This design comes from an exercise in tuning for small area and a short achievable clock period on the open sky130 flow, not from production work. At most, simulation tests tie the RTL to the original design; equivalence was not proved.

==> inputs of try-zinc <==
## plastic_neuron
module plastic_neuron (
    input wire clk,
    input wire rst,
    input wire [15:0] input_signal,
    input wire [15:0] feedback_error,
    input wire enable_learning,
    output wire [31:0] output_signal
);
  reg [15:0] weight;
  wire learn = enable_learning & (|input_signal) & (|feedback_error);
  always @(posedge clk or posedge rst) begin
    if (rst) weight <= 16'd1000;
    else if (learn) weight <= weight + 16'd10;
  end
  wire one0 = weight[0] ^ 1'b0;
  wire two0 = (weight[1] & ~weight[0] & ~1'b0) | (~weight[1] & weight[0] & 1'b0);
  wire neg0 = weight[1];
  wire one1 = weight[2] ^ weight[1];
  wire two1 = (weight[3] & ~weight[2] & ~weight[1]) | (~weight[3] & weight[2] & weight[1]);
  wire neg1 = weight[3];
  wire one2 = weight[4] ^ weight[3];
  wire two2 = (weight[5] & ~weight[4] & ~weight[3]) | (~weight[5] & weight[4] & weight[3]);
  wire neg2 = weight[5];
  wire one3 = weight[6] ^ weight[5];
  wire two3 = (weight[7] & ~weight[6] & ~weight[5]) | (~weight[7] & weight[6] & weight[5]);
  wire neg3 = weight[7];
  wire one4 = weight[8] ^ weight[7];
  wire two4 = (weight[9] & ~weight[8] & ~weight[7]) | (~weight[9] & weight[8] & weight[7]);
  ...
Settings: LEC_CHECK=0, CAP_MARGIN=20, CORE_MARGIN=2, CORE_UTILIZATION=40, CTS_CLUSTER_DIAMETER=200, CTS_CLUSTER_SIZE=30, SETUP_SLACK_MARGIN=3.0, SLEW_MARGIN=20, SYNTH_HIERARCHICAL=1; clock period 7.0 ns.
standard.sh (not shown) runs the stock make flow with config.mk's settings and CLKGATE_MAP_FILE= SYNTH_SCRIPT=/design/flow/synth_recipe.tcl, a recipe that flattens the netlist after the stock synthesis.
==> flow/flow/run.sh <==
#!/bin/bash
# Layout flow: the standard flow (standard.sh), with the standard
# synthesis unchanged, and the I/O port buffers made from the plain buffer
# family (buf_N) instead of the delay-buffer cells buffer_ports picks on its
# own, so that repair_timing can size them. Each step's output goes to its
# own log in this folder.
set -euo pipefail
bash standard.sh synth > synth.log 2>&1
bash standard.sh BUFFER_PORTS_ARGS="-buffer_cell sky130_fd_sc_hd__buf_2" finish > layout.log 2>&1
==> try-onyx (differences from try-zinc) <==
==> flow/flow/run.sh (replaced) <==
#!/bin/bash
# Layout flow: the standard flow (standard.sh) with the standard
# synthesis unchanged; the I/O port buffers are plain buf_2 cells (sizeable
# by repair_timing) instead of the delay buffers buffer_ports picks, and an
# area-recovery pass runs after global routing. Each step logs to its own
# file in this folder.
set -euo pipefail
bash standard.sh synth > synth.log 2>&1
bash standard.sh BUFFER_PORTS_ARGS="-buffer_cell sky130_fd_sc_hd__buf_2" \
  POST_GLOBAL_ROUTE_TCL="$PWD/flow/post_grt.tcl" finish > layout.log 2>&1
==> flow/flow/post_grt.tcl (new file) <==
# Area recovery after global routing, keeping the setup margin the flow
# repaired to.
report_tns
report_wns
repair_timing -recover_power 100 -setup_margin 3.0 -verbose
report_tns
report_wns
CTS_CLUSTER_DIAMETER = default   (was 200)
CTS_CLUSTER_SIZE = default   (was 30)
==> summary.txt <==
try-onyx finished but fails on capacitance limit, slew limit. try-zinc went through all stages and came out clean. Routed wire length is about the same in try-onyx and try-zinc. In flip-flop and latch count, try-onyx and try-zinc do not differ. Against try-onyx, the sequential share of layout area of try-zinc is lower by 0.31 points.
==> figures <==
quantity	try-zinc	try-onyx
Run status	complete, no violations	finished with violations
Layout check failures	-	capacitance limit, slew limit
Number of buffer and inverter instances along the worst setup path	1	0
Reg-to-Reg Start	weight[3]	weight[13]
Clock buf/inv share	3.609%	3.665%
Multi-input logic portion of the cell area	65.55%	65.29%
Area growth from synthesis to layout	8.749%	7.067%
Worst Path Class, Setup	input pin to flip-flop	flip-flop to flip-flop
Flop-to-flop setup slack	3170 ps	1970 ps
Function was not checked in any run of this note: the RTL went through the layout flow alone.

---

==> run a <==
Another version of the RTL of plastic_neuron (not shown whole).
==> flow/config.mk <==
export PLATFORM = sky130hd
export DESIGN_NAME = plastic_neuron
export DESIGN_NICKNAME = plastic_neuron
export VERILOG_FILES = /design/flow/design.v
export SDC_FILE = /design/flow/constraint.sdc
export NUM_CORES = 4
export LEC_CHECK = 0
export CAP_MARGIN = 20
export CORE_MARGIN = 2
export CORE_UTILIZATION = 40
export SETUP_SLACK_MARGIN = 3.3
export SLEW_MARGIN = 20
export SYNTH_HIERARCHICAL = 1
==> flow/constraint.sdc <==
create_clock -name core_clock -period 7.0 [get_ports {clk}]
set_input_delay 1.4000 -clock core_clock [delete_from_list [all_inputs] [get_ports {clk}]]
set_output_delay 1.4000 -clock core_clock [all_outputs]
set_load 0.01 [all_outputs]
==> flow/flow/run.sh <==
#!/bin/bash
# Layout flow: the standard flow (standard.sh), with the standard
# synthesis unchanged, and the I/O port buffers made from the plain buffer
# family (buf_N) instead of the delay-buffer cells buffer_ports picks on its
# own, so that repair_timing can size them. Each step's output goes to its
# own log in this folder.
set -euo pipefail
bash standard.sh synth > synth.log 2>&1
bash standard.sh BUFFER_PORTS_ARGS="-buffer_cell sky130_fd_sc_hd__buf_4" finish > layout.log 2>&1
==> inputs of run b, as changes to run a <==
--- a/flow/config.mk
+++ b/flow/config.mk
@@ -9,5 +9,5 @@
 export CORE_MARGIN = 2
 export CORE_UTILIZATION = 40
-export SETUP_SLACK_MARGIN = 3.3
+export SETUP_SLACK_MARGIN = 3.0
 export SLEW_MARGIN = 20
 export SYNTH_HIERARCHICAL = 1
==> inputs of run c, as changes to run a <==
==> flow/run.sh (new file) <==
#!/bin/bash
# synth_recipe.tcl (not shown) runs the flow's synth.tcl, then flattens the netlist and writes it again
# the make line also repeats each setting of config.mk as NAME=value (left out here)
make -C /OpenROAD-flow-scripts/flow DESIGN_CONFIG=/design/flow/config.mk WORK_HOME=/design/flow/orfs CLKGATE_MAP_FILE= SYNTH_SCRIPT=/design/flow/synth_recipe.tcl finish
--- a/flow/config.mk
+++ b/flow/config.mk
@@ -9,5 +9,5 @@
 export CORE_MARGIN = 2
 export CORE_UTILIZATION = 40
-export SETUP_SLACK_MARGIN = 3.3
+export SETUP_SLACK_MARGIN = 3.0
 export SLEW_MARGIN = 20
 export SYNTH_HIERARCHICAL = 1
removed: flow/flow/run.sh
removed: flow/standard.sh
==> summary of the runs <==
Critical path depth is the same in run b and run a.
Of run a and run b, run a has the higher non-clock buffer count (gap 19).
Of run a and run c, run a has the higher via count (gap 0.28%, measured against run c).
In run c the first-iteration DRC count is larger than in run a, by 7.6%.
Count of clock-buffer cells in the layout: run b is lower than run a (1).
No functional check of the RTL was part of any run of this note.

---

==> inputs of trial 19 <==
plastic_neuron, a different RTL version from the one above (not shown whole).
Settings: LEC_CHECK=0, CAP_MARGIN=20, CORE_MARGIN=2, CORE_UTILIZATION=40, SETUP_SLACK_MARGIN=3.0, SLEW_MARGIN=20, SYNTH_HIERARCHICAL=1; clock period 7.0 ns.
==> flow/flow/run.sh <==
#!/bin/bash
# Layout flow: the standard flow (standard.sh), with the standard
# synthesis unchanged, and the I/O port buffers made from the plain buffer
# family (buf_N) instead of the delay-buffer cells buffer_ports picks on its
# own, so that repair_timing can size them. Each step's output goes to its
# own log in this folder.
set -euo pipefail
bash standard.sh synth > synth.log 2>&1
bash standard.sh BUFFER_PORTS_ARGS="-buffer_cell sky130_fd_sc_hd__buf_1" finish > layout.log 2>&1
==> build 6: changes against trial 19 <==
--- a/flow/flow/run.sh
+++ b/flow/flow/run.sh
@@ -7,3 +7,3 @@
 set -euo pipefail
 bash standard.sh synth > synth.log 2>&1
-bash standard.sh BUFFER_PORTS_ARGS="-buffer_cell sky130_fd_sc_hd__buf_1" finish > layout.log 2>&1
+bash standard.sh BUFFER_PORTS_ARGS="-buffer_cell sky130_fd_sc_hd__buf_2" finish > layout.log 2>&1
==> comparison table <==
| metric | build 6 | trial 19 |
|---|---|---|
| Cell depth of the worst setup path | 12 | 7 |
| M2 GR Usage | 29.0% | 27.8% |
| Met1 global-route usage | 22.7% | 24.3% |
| Post-cts gate resize count | 20 | 40 |
| Result of the run | no timing/DRC/antenna violations | no timing/DRC/antenna violations |
| Final HPWL from detailed placement | 13400 µm | 13400 µm |
| Crit path max fanout | 4 | 16 |
| Final setup margin | 3120 ps | 3100 ps |
| Period Utilization, post-route | 55.4% | 55.8% |
| Count of TritonRoute iterations in the first routing pass | 6 | 5 |
| Sequential portion of the cell area | 21.0% | 21.1% |
| Buffer count excluding the clock tree in the final layout | 92 | 89 |
| Number of global-route vias before repair | 6018 | 5891 |
| Post-place setup slack | 2380 ps | 2340 ps |
| Clock-cell share of area | 3.33% | 3.38% |
| Number of instances in the placed design | 1097 | 1099 |
| Launch instance of the worst register-to-register path | weight[5] | weight[7] |
| Met2 Wirelength | 8830 µm | 8780 µm |

---

==> inputs of build 70 <==
RTL: one of the versions met above, not the one the previous note started from.
==> flow/config.mk <==
export PLATFORM = sky130hd
export DESIGN_NAME = plastic_neuron
export DESIGN_NICKNAME = plastic_neuron
export VERILOG_FILES = /design/flow/design.v
export SDC_FILE = /design/flow/constraint.sdc
export NUM_CORES = 4
export LEC_CHECK = 0
export CAP_MARGIN = 20
export CORE_MARGIN = 2
export CORE_UTILIZATION = 40
export SETUP_SLACK_MARGIN = 3.0
export SLEW_MARGIN = 20
export SYNTH_HIERARCHICAL = 1
==> flow/constraint.sdc <==
create_clock -name core_clock -period 7.0 [get_ports {clk}]
set_input_delay 1.4000 -clock core_clock [delete_from_list [all_inputs] [get_ports {clk}]]
set_output_delay 1.4000 -clock core_clock [all_outputs]
set_load 0.01 [all_outputs]
==> flow/flow/run.sh <==
#!/bin/bash
# Layout flow: the standard flow (standard.sh), with the standard
# synthesis unchanged, and the I/O port buffers made from the plain buffer
# family (buf_N) instead of the delay-buffer cells buffer_ports picks on its
# own, so that repair_timing can size them. Each step's output goes to its
# own log in this folder.
set -euo pipefail
bash standard.sh synth > synth.log 2>&1
bash standard.sh BUFFER_PORTS_ARGS="-buffer_cell sky130_fd_sc_hd__buf_2" finish > layout.log 2>&1
==> build 92: changes against build 70 <==
==> flow/flow/run.sh (replaced) <==
#!/bin/bash
# Layout flow: the standard flow (standard.sh) with the standard
# synthesis unchanged, and two changes to how the layout is made:
#  - the I/O port buffers are plain buf_2 cells (which repair_timing can
#    size) instead of the delay buffers buffer_ports picks on its own;
#  - clock tree synthesis builds from clkbuf_8 cells and adds no dummy loads.
# Each step logs to its own file in this folder.
set -euo pipefail
bash standard.sh synth > synth.log 2>&1
bash standard.sh BUFFER_PORTS_ARGS="-buffer_cell sky130_fd_sc_hd__buf_2" \
  CTS_ARGS="-sink_clustering_enable -repair_clock_nets -dont_use_dummy_load -buf_list sky130_fd_sc_hd__clkbuf_8" \
  finish > layout.log 2>&1
- CAP_MARGIN: 20 -> 5
- CORE_UTILIZATION: 40 -> 50
- SLEW_MARGIN: 20 -> 5
==> trial 20: changes against build 70 <==
- PLACE_DENSITY: default -> 0.75
==> summary of the runs <==
- Between build 70 and build 92, the lower register-to-register slack is in build 92 (gap 0.07 ns).
- Against build 70, the fmax of build 92 is lower by 1.8%.
- Count of clock-buffer cells in the layout, highest first: trial 20, build 70, build 92.
- Final area: build 70 > trial 20 > build 92.
- Routed wire length, lowest first: trial 20, build 70, build 92.
- Worst setup slack: build 92 < trial 20 < build 70.
- The lowest cell count belongs to build 92, the highest to trial 20.
==> figures <==
                                                                         build 92                 trial 20                 build 70
Met3 wire length                                                          1130 um                  1650 um                   971 um
Setup slack at placement                                                  2.29 ns                  2.57 ns                  2.57 ns
Via count of the first global-routing pass                                   6352                     6363                     6183
Met1 routed wirelength after detailed routing                             9240 um                  7730 um                  8730 um
Result of the run                                         complete, no violations  complete, no violations  complete, no violations
Clock-cell share of area                                                    1.36%                    3.29%                    3.61%
Worst Hold Path EP                                         weight[14]$_DFFE_PP0P_    weight[8]$_DFFE_PP1P_    weight[8]$_DFFE_PP1P_
Final design utilization                                                    54.8%                    44.0%                    44.2%
Latest clock arrival within the worst-skew pair                           0.38 ns                  0.35 ns                  0.35 ns
Placed insts                                                                 1038                     1095                     1094
Final-layout fill cell count                                                 1502                     1990                     1984
Worst clock skew                                                        0.0253 ns               0.00864 ns               0.00840 ns
No run of this note included a check of the RTL's function; only the layout flow was run.

---

==> job 6754 <==
plastic_neuron, a different RTL version from the one above (not shown whole).
## plastic_neuron
module plastic_neuron (
    input wire clk,
    input wire rst,
    input wire [15:0] input_signal,
    input wire [15:0] feedback_error,
    input wire enable_learning,
    output wire [31:0] output_signal
);
==> flow/config.mk <==
export PLATFORM = sky130hd
export DESIGN_NAME = plastic_neuron
export DESIGN_NICKNAME = plastic_neuron
export VERILOG_FILES = /design/flow/design.v
export SDC_FILE = /design/flow/constraint.sdc
export NUM_CORES = 4
export LEC_CHECK = 0
export CAP_MARGIN = 5
export CORE_MARGIN = 2
export CORE_UTILIZATION = 40
export SETUP_SLACK_MARGIN = 3.0
export SLEW_MARGIN = 5
export SYNTH_HIERARCHICAL = 1
==> flow/constraint.sdc <==
create_clock -name core_clock -period 7.0 [get_ports {clk}]
set_input_delay 1.4000 -clock core_clock [delete_from_list [all_inputs] [get_ports {clk}]]
set_output_delay 1.4000 -clock core_clock [all_outputs]
set_load 0.01 [all_outputs]
==> flow/flow/run.sh <==
#!/bin/bash
# Layout flow: the standard flow (standard.sh) with the standard
# synthesis unchanged, and two changes to how the layout is made:
#  - the I/O port buffers are plain buf_2 cells (which repair_timing can
#    size) instead of the delay buffers buffer_ports picks on its own;
#  - clock tree synthesis builds from clkbuf_8 cells and adds no dummy loads.
# Each step logs to its own file in this folder.
set -euo pipefail
bash standard.sh synth > synth.log 2>&1
bash standard.sh BUFFER_PORTS_ARGS="-buffer_cell sky130_fd_sc_hd__buf_2" \
  CTS_ARGS="-sink_clustering_enable -repair_clock_nets -dont_use_dummy_load -buf_list sky130_fd_sc_hd__clkbuf_8" \
  finish > layout.log 2>&1
==> job 6935 (differences from job 6754) <==
--- a/flow/design.v
+++ b/flow/design.v
@@ -1106,2 +1106,8 @@
 endmodule
+module pn_nand3 (input wire a, input wire b, input wire c, output wire y);
+  assign y = ~(a & b & c);
+endmodule
+module pn_xor2e (input wire a, input wire b, input wire e, output wire y);
+  assign y = (a ^ b) & e;
+endmodule
 module pn_xor2 (input wire a, input wire b, output wire y);
==> out/qor.yml <==
r2r_end: "cut_q[50]"
core_um2: 20900
rows: 53
ant_nets: 0
synth.yosys.seq_area_share_pct: 22.8
setup_slack_ns: 3.14
avgViaCountPerCell: 5.36
slowest_stage: "dfrtp_1"
holdBufCountCts: 0
outcome: "finished clean"
dp_hpwl_mm: 13.4
cts.sinks: 77
That was job 6754.
==> out/qor.yml <==
ant_nets: 0
cts.sinks: 77
setup_slack_ns: 3.14
core_um2: 20900
outcome: "finished clean"
dp_hpwl_mm: 13.4
r2r_end: "cut_q[50]"
ff2ff_path_depth: 8
synth_top_family_by_area: "adder cells"
avgViaCountPerCell: 5.36
relSlewSlack_pct: 35.2
slowest_stage: "dfrtp_1"
That was job 6935.
For job 6935, only the layout was checked, not whether the RTL still works.

---

==> trial 70: inputs <==
plastic_neuron, a different RTL version from the one above (not shown whole).
make LEC_CHECK=0 CAP_MARGIN=20 CORE_MARGIN=2 CORE_UTILIZATION=40 SETUP_SLACK_MARGIN=2.5 SLEW_MARGIN=20 SYNTH_HIERARCHICAL=1 finish   # period 7.0 ns
run.sh (not shown) runs the stock make flow with config.mk's settings and CLKGATE_MAP_FILE= SYNTH_SCRIPT=/design/flow/synth_recipe.tcl, a recipe that flattens the netlist after the stock synthesis.
Stock flow here: none of the scripts above is used.
==> build 62: changes against trial 70 <==
--- a/flow/design.v
+++ b/flow/design.v
@@ -694,11 +694,12 @@
       ha_q <= pa[31:6];
       hb_q <= pb[31:6];
       lo_q <= lo_d;
     end
   end
-  assign output_signal = {ha_q + hb_q + {25'd0, lo_q[6]}, lo_q[5:0]};
+  wire [26:0] hi_sum = {ha_q, lo_q[6]} + {hb_q, lo_q[6]};
+  assign output_signal = {hi_sum[26:1], lo_q[5:0]};
 endmodule
 module pn_fa (input wire a, input wire b, input wire c, output wire s, output wire co);
   assign s = a ^ b ^ c;
   assign co = (a & b) | (a & c) | (b & c);
 endmodule
Settings changed: CORE_UTILIZATION 40 to 65, SETUP_SLACK_MARGIN 2.5 to 3.0.
==> build 47: changes against trial 70 <==
--- a/flow/design.v
+++ b/flow/design.v
@@ -694,11 +694,12 @@
       ha_q <= pa[31:6];
       hb_q <= pb[31:6];
       lo_q <= lo_d;
     end
   end
-  assign output_signal = {ha_q + hb_q + {25'd0, lo_q[6]}, lo_q[5:0]};
+  wire [26:0] hi_sum = {ha_q, lo_q[6]} + {hb_q, lo_q[6]};
+  assign output_signal = {hi_sum[26:1], lo_q[5:0]};
 endmodule
 module pn_fa (input wire a, input wire b, input wire c, output wire s, output wire co);
   assign s = a ^ b ^ c;
   assign co = (a & b) | (a & c) | (b & c);
 endmodule
Settings changed: CTS_BUF_LIST from default to sky130_fd_sc_hd__clkbuf_4 sky130_fd_sc_hd__clkbuf_8, SETUP_SLACK_MARGIN 2.5 to 3.0.
==> metrics.cfg <==
[clock_tree]
cts_resized=135

[grt]
grtUsageMet2_pct=56.1

[route]
routed_wl_um=24500

[setup_path]
critPathTopFamily=simple AND/OR/NAND/NOR gates

[finish]
multi_input_area_share_pct=66.3
final_cell_mix=xnor2_1, a22oi_1, fa_1

[run_status]
status=complete, no violations

(the above is from build 62)
==> metrics.cfg <==
[finish]
multi_input_area_share_pct=65.7
top_regs=ha_q (26), hb_q (26), weight (15)

[route]
routed_wl_um=21600
wl_per_cell_um=18.8
top_layer=met4

[clock_tree]
cts_hold_buf=0
cts_resized=152

[grt]
grtUsageMet2_pct=33.1

[placed_design]
hpwlAfterDp_um=15000

[setup_path]
critPathTopFamily=simple AND/OR/NAND/NOR gates

[run_status]
status=complete, no violations

[sta]
slew_headroom_pct=40.2

[synthesis]
synth-compound-area-share_pct=16.6

(the above is from build 47)
==> metrics.cfg <==
[run_status]
status=complete, no violations

[setup_path]
endpoint=output_signal[30]
r2r_setup_slack_ns=2.72
crit_start=lo_q[6]

[grt]
grtUsageMet2_pct=29.9

[finish]
multi_input_area_share_pct=64.5
layout.area.seq_mm2=0.00184

[placed_design]
place_area_mm2=0.00906

[route]
routed_wl_um=20000

[die]
core_area_mm2=0.0204
initial_core_util_pct=41.0

(the above is from trial 70)
Only the layout flow was run in build 62 and build 47; the RTL was not checked for function there.

## afterwards: timing with drivers on the ports
The flow's constraints put no driver on any port. The routed layouts listed below were extracted and timed again, unchanged, in two steps.
Step 1: set_driving_cell puts a clkbuf_16 on clk and a buf_2 on each other input, an assumption about the parent block.
Step 2 times the ports against the registers' clock, not the clock port: input delays grow and output delays shrink by t, the midpoint of the rising clock arrivals with the driver on.
Slacks: ideal ports / drivers / drivers and shift; pairs: ideal ports / drivers.
run | t, ns | setup slack, ns | clock arrival spread, ns | worst slew at a driven data input, ns | cell pins on the clock port's net
try-zinc | 0.389 | 3.142 / 3.108 / 2.765 | 0.009 / 0.009 | 0.05 | 1
try-onyx | 0.389 | 1.965 / 1.966 / 1.966 | 0.009 / 0.008 | 0.05 | 1
run a | 0.399 | 3.336 / 3.333 / 2.934 | 0.016 / 0.016 | 0.06 | 1
run b | 0.383 | 3.143 / 3.143 / 2.798 | 0.014 / 0.014 | 0.04 | 1
run c | 0.389 | 3.064 / 3.033 / 2.693 | 0.009 / 0.009 | 0.03 | 1
trial 19 | 0.390 | 3.096 / 3.078 / 2.731 | 0.010 / 0.009 | 0.04 | 1
build 6 | 0.389 | 3.122 / 3.079 / 2.777 | 0.006 / 0.007 | 0.05 | 1
build 70 | 0.389 | 3.142 / 3.108 / 2.765 | 0.009 / 0.009 | 0.05 | 1
build 92 | 0.412 | 3.073 / 3.069 / 2.671 | 0.034 / 0.033 | 0.03 | 1
trial 20 | 0.390 | 3.140 / 3.102 / 2.772 | 0.009 / 0.009 | 0.04 | 1
job 6754 | 0.402 | 3.144 / 3.106 / 2.803 | 0.024 / 0.024 | 0.05 | 1
job 6935 | 0.402 | 3.144 / 3.106 / 2.803 | 0.024 / 0.024 | 0.05 | 1
trial 70 | 0.375 | 2.609 / 2.569 / 2.267 | 0.009 / 0.010 | 0.05 | 1
build 62 | 0.381 | 2.794 / 2.752 / 2.688 | 0.011 / 0.011 | 0.04 | 1
build 47 | 0.400 | 2.865 / 2.829 / 2.698 | 0.016 / 0.016 | 0.04 | 1
